Background: an optimization exercise with open tools, aiming at small area, a short achievable clock period and few clock cycles per item. Do not read the settings as production practice. In this exercise RTL edits were held to simulation tests only and were not proved equivalent to the original.

Setup of the baseline:
// Raptor64Mult
module Raptor64Mult(rst, clk, ld, sgn, isMuli, a, b, imm, o, done);
clock: 10.0 ns
lec_check: 0
abc_clock_period_in_ps: 3000
cap_margin: 50
core_margin: 2
core_utilization: 62
cts_buf_list: sky130_fd_sc_hd__clkbuf_16
cts_cluster_diameter: 100
cts_cluster_size: 24
setup_slack_margin: 5
slew_margin: 70
synth_hierarchical: 1
synth_minimum_keep_size: 0
standard.sh (not shown) runs the stock make flow with config.mk's settings and CLKGATE_MAP_FILE= SYNTH_SCRIPT=/design/flow/synth_recipe.tcl, a recipe that flattens the netlist after the stock synthesis.
==> flow/flow/run.sh <==
#!/bin/bash
set -euo pipefail
MARGIN=$(cat flow/margin.txt)
export BUFFER_PORTS_ARGS="-buffer_cell $(cat flow/bufcell.txt)"
sed -e "s/SETUP_SLACK_MARGIN=[-0-9.]*/SETUP_SLACK_MARGIN=${MARGIN}/" standard.sh > standard_margin.sh
grep -q "SETUP_SLACK_MARGIN=${MARGIN}" standard_margin.sh
bash standard_margin.sh > standard_margin.log 2>&1
==> flow/flow/bufcell.txt <==
sky130_fd_sc_hd__buf_1
==> flow/flow/margin.txt <==
6.7
Testbench counts of the baseline, summed over its fixed seeds: cycles 19,200, items 2,400.
### the baseline -> the candidate
- a deleted CTS_CLUSTER_SIZE that had been 24
- a change of CORE_UTILIZATION from 62 to 55
- a deleted CTS_BUF_LIST that had been sky130_fd_sc_hd__clkbuf_16
- a deleted CTS_CLUSTER_DIAMETER that had been 100
==> comparison <==
In the candidate the latest clock arrival within the worst-skew pair turned out 0.03 ns higher than in the baseline.
The candidate completed; timing, DRC and antenna clean
Post-detailed-routing wire length is higher on the candidate
Of the two values seen for beginning of the critical path, ar[50] was produced by the candidate and ar[17] by the baseline.
Looking at the baseline and the candidate, the least setup slack across all paths after layout is a wash.
Combined global-route utilization of all metal layers down 2.8 points in the candidate wrt the baseline
Antenna cell count: higher on the baseline
The baseline → the candidate: combined area of the multi-input logic cells neither gained nor lost much; number of synthesized flops with an enable pin now sits at about the same level; detailed-router iteration count before antenna repair now larger; detailed-routed wire length on met2 went up by 8.0%.
On maximum frequency, the baseline tracks the candidate almost exactly.


Another version of the RTL of Raptor64Mult (not shown whole).
Size in the first run: roughly 420 flip-flops, roughly 330 I/O pins.
## Raptor64Mult
module Raptor64Mult(rst, clk, ld, sgn, isMuli, a, b, imm, o, done);
input clk;
input rst;
input ld;
input sgn;
input isMuli;
input [63:0] a;
input [63:0] b;
input [63:0] imm;
output [127:0] o;
output done;
reg [6:0] ph;        
reg [64:0] ar;        
reg [69:0] dr;        
reg [65:0] sr, cr;    
reg [13:0] lsr, lcr;  
reg busy;            
reg shf;             
reg nbit;             
reg ca, cb;           
wire [6:0] one0, two0, neg0;  
wire [6:0] one1, two1, neg1;  
wire [6:0] one2, two2, neg2;  
reg [57:0] oh;        
wire [63:0] d = isMuli ? imm : b;
wire [84:0] dx = {{20{sgn & d[63]}}, d, 1'b0};   
wire first = ph[0];
assign done = ph[6];
wire [14:0] xr = dr[14:0];
wire [14:0] xb = {b[13:0], 1'b0};
wire [14:0] xi = {imm[13:0], 1'b0};
wire [6:0] one_n, two_n, neg_n;
genvar k;
generate for (k = 0; k < 7; k = k + 1) begin : enc
	wire one_r = xr[2*k+1] ^ xr[2*k];
	wire two_r = (xr[2*k+2] & ~xr[2*k+1] & ~xr[2*k]) | (~xr[2*k+2] & xr[2*k+1] & xr[2*k]);
	wire neg_r = xr[2*k+2] & ~(xr[2*k+1] & xr[2*k]);
	wire one_b = xb[2*k+1] ^ xb[2*k];
	wire two_b = (xb[2*k+2] & ~xb[2*k+1] & ~xb[2*k]) | (~xb[2*k+2] & xb[2*k+1] & xb[2*k]);
	wire neg_b = xb[2*k+2] & ~(xb[2*k+1] & xb[2*k]);
	wire one_i = xi[2*k+1] ^ xi[2*k];
	wire two_i = (xi[2*k+2] & ~xi[2*k+1] & ~xi[2*k]) | (~xi[2*k+2] & xi[2*k+1] & xi[2*k]);
	wire neg_i = xi[2*k+2] & ~(xi[2*k+1] & xi[2*k]);
	assign one_n[k] = busy ? one_r : isMuli ? one_i : one_b;
	assign two_n[k] = busy ? two_r : isMuli ? two_i : two_b;
	assign neg_n[k] = busy ? neg_r : isMuli ? neg_i : neg_b;
end endgenerate
always @(posedge clk) begin
	if (rst)
		ph <= 7'd0;
	else
		ph <= {ph[5:0], ld};
	busy <= ~rst & (ld | ph[0] | ph[1] | ph[2] | ph[3]);
	shf <= ~rst & (ld | ph[0] | ph[1] | ph[2] | ph[3] | ph[4]);
	ar <= {sgn & a[63], a};
end
  ...
export LEC_CHECK = 0
export ABC_CLOCK_PERIOD_IN_PS = 3000
export CAP_MARGIN = 50
export CORE_MARGIN = 2
export CORE_UTILIZATION = 55
export SETUP_SLACK_MARGIN = 5
export SLEW_MARGIN = 70
export SYNTH_HIERARCHICAL = 1
export SYNTH_MINIMUM_KEEP_SIZE = 0
create_clock -name core_clock -period 10.0 [get_ports {clk}]
==> flow/flow/margin.txt <==
6.8
Scripts as last shown in full above: flow/flow/run.sh, flow/flow/bufcell.txt
Testbench counts at the start, summed over its fixed seeds: cycles 19,200, items 2,400.
Edit:
==> flow/flow/margin.txt (replaced) <==
6.6
- global-route usage is lower by 0.55 points
- clock skew is higher by 0.0039 ns
- register-to-register slack is worse by 0.08 ns
- synthesized area does not change
- routed wire length is lower by a few percent
- setup slack is worse by 0.13 ns
- die area does not change
- final cell count is lower slightly


== old ==
Another version of the RTL of Raptor64Mult (not shown whole).
Size in the first run: ~420 flip-flops, about 330 I/O pins, ~34,000 sq um of cells after synthesis.
Design Raptor64Mult, start of the top module:
module Raptor64Mult(rst, clk, ld, sgn, isMuli, a, b, imm, o, done);
==> flow/config.mk <==
export PLATFORM = sky130hd
export DESIGN_NAME = Raptor64Mult
export DESIGN_NICKNAME = Raptor64Mult
export VERILOG_FILES = /design/flow/design.v
export SDC_FILE = /design/flow/constraint.sdc
export NUM_CORES = 4
export LEC_CHECK = 0
export ABC_CLOCK_PERIOD_IN_PS = 3000
export CAP_MARGIN = 50
export CORE_MARGIN = 2
export CORE_UTILIZATION = 55
export SETUP_SLACK_MARGIN = 5
export SLEW_MARGIN = 70
export SYNTH_HIERARCHICAL = 1
export SYNTH_MINIMUM_KEEP_SIZE = 0
==> flow/constraint.sdc <==
create_clock -name core_clock -period 10.0 [get_ports {clk}]
set_input_delay 2.0000 -clock core_clock [delete_from_list [all_inputs] [get_ports {clk}]]
set_output_delay 2.0000 -clock core_clock [all_outputs]
set_load 0.01 [all_outputs]
run.sh (not shown) runs the stock make flow with config.mk's settings and CLKGATE_MAP_FILE= SYNTH_SCRIPT=/design/flow/synth_recipe.tcl, a recipe that flattens the netlist after the stock synthesis.
Stock flow here: none of the scripts above is used.
Both conditions hold for old: the flow ran to the end and the final layout passed the timing, DRC and antenna checks.
Testbench counts of old, summed over its fixed seeds: cycles 19,200, items 2,400.
--- input diff old..new ---
==> flow/flow/run.sh (new file) <==
#!/bin/bash
# Own layout flow: the standard layout (standard.sh, unchanged synthesis and
# steps), run with a larger setup repair margin than config.mk accepts, so that
# repair_timing keeps working on paths until they fit in a shorter period.
# The clock, constraints and design are the standard flow's; only the repair target moves.
set -euo pipefail
MARGIN=$(cat flow/margin.txt)
sed -e "s/SETUP_SLACK_MARGIN=[-0-9.]*/SETUP_SLACK_MARGIN=${MARGIN}/" standard.sh > standard_margin.sh
grep -q "SETUP_SLACK_MARGIN=${MARGIN}" standard_margin.sh
bash standard_margin.sh > standard_margin.log 2>&1
==> flow/flow/margin.txt (new file) <==
6.6
==> flow/standard.sh (new file) <==
#!/bin/bash
# synth_recipe.tcl (not shown) runs the flow's synth.tcl, then flattens the netlist and writes it again
# the make line also repeats each setting of config.mk as NAME=value (left out here)
make -C /OpenROAD-flow-scripts/flow DESIGN_CONFIG=/design/flow/config.mk WORK_HOME=/design/flow/orfs CLKGATE_MAP_FILE= SYNTH_SCRIPT=/design/flow/synth_recipe.tcl "${@:-finish}"
removed: flow/run.sh
[summary]
Diff old -> new: post-synthesis instance area neither gained nor lost much; met1 track utilization from global routing neither gained nor lost much; post-layout instance count excluding filler cells barely changed.
new went all the way through the flow, and no timing, DRC or antenna check failed.

-- static timing again, ports no longer ideal --
How much do the figures lean on ideal ports? The routed layouts below were timed once more, with nothing changed but the port constraints.
Step 1 assumes that a clkbuf_16 drives the clock port and a buf_2 every other input.
Step 2 times the ports against the registers' clock, not the clock port: input delays grow and output delays shrink by t, the midpoint of the rising clock arrivals with the driver on.
Three values: no drivers, after step 1, after step 2; two values: the first two.
run | shift t [ns] | setup WS [ns] | hold slack, ns | clock arrival spread, ns | pins driven straight from the clock port
the baseline | 0.638 | 6.713 / 6.652 / 6.167 | 0.353 / 0.353 / 0.353 | 0.032 / 0.032 | 1
the candidate | 0.667 | 6.716 / 6.650 / 6.186 | 0.349 / 0.349 / 0.349 | 0.030 / 0.030 | 1
the first run of note 2 | 0.662 | 6.800 / 6.758 / 6.242 | 0.454 / 0.454 / 0.454 | 0.027 / 0.028 | 1
the second run of note 2 | 0.661 | 6.674 / 6.615 / 6.035 | 0.437 / 0.437 / 0.437 | 0.031 / 0.031 | 1
old | 0.670 | 6.155 / 6.090 / 6.280 | 0.445 / 0.445 / 0.445 | 0.028 / 0.028 | 1
new | 0.669 | 6.634 / 6.568 / 6.287 | 0.445 / 0.445 / 0.445 | 0.029 / 0.029 | 1
After both steps every run listed still meets setup and hold. For the second run of note 2, which loses most, drivers alone change the setup slack by -0.059 ns; drivers and shift together by -0.639 ns.
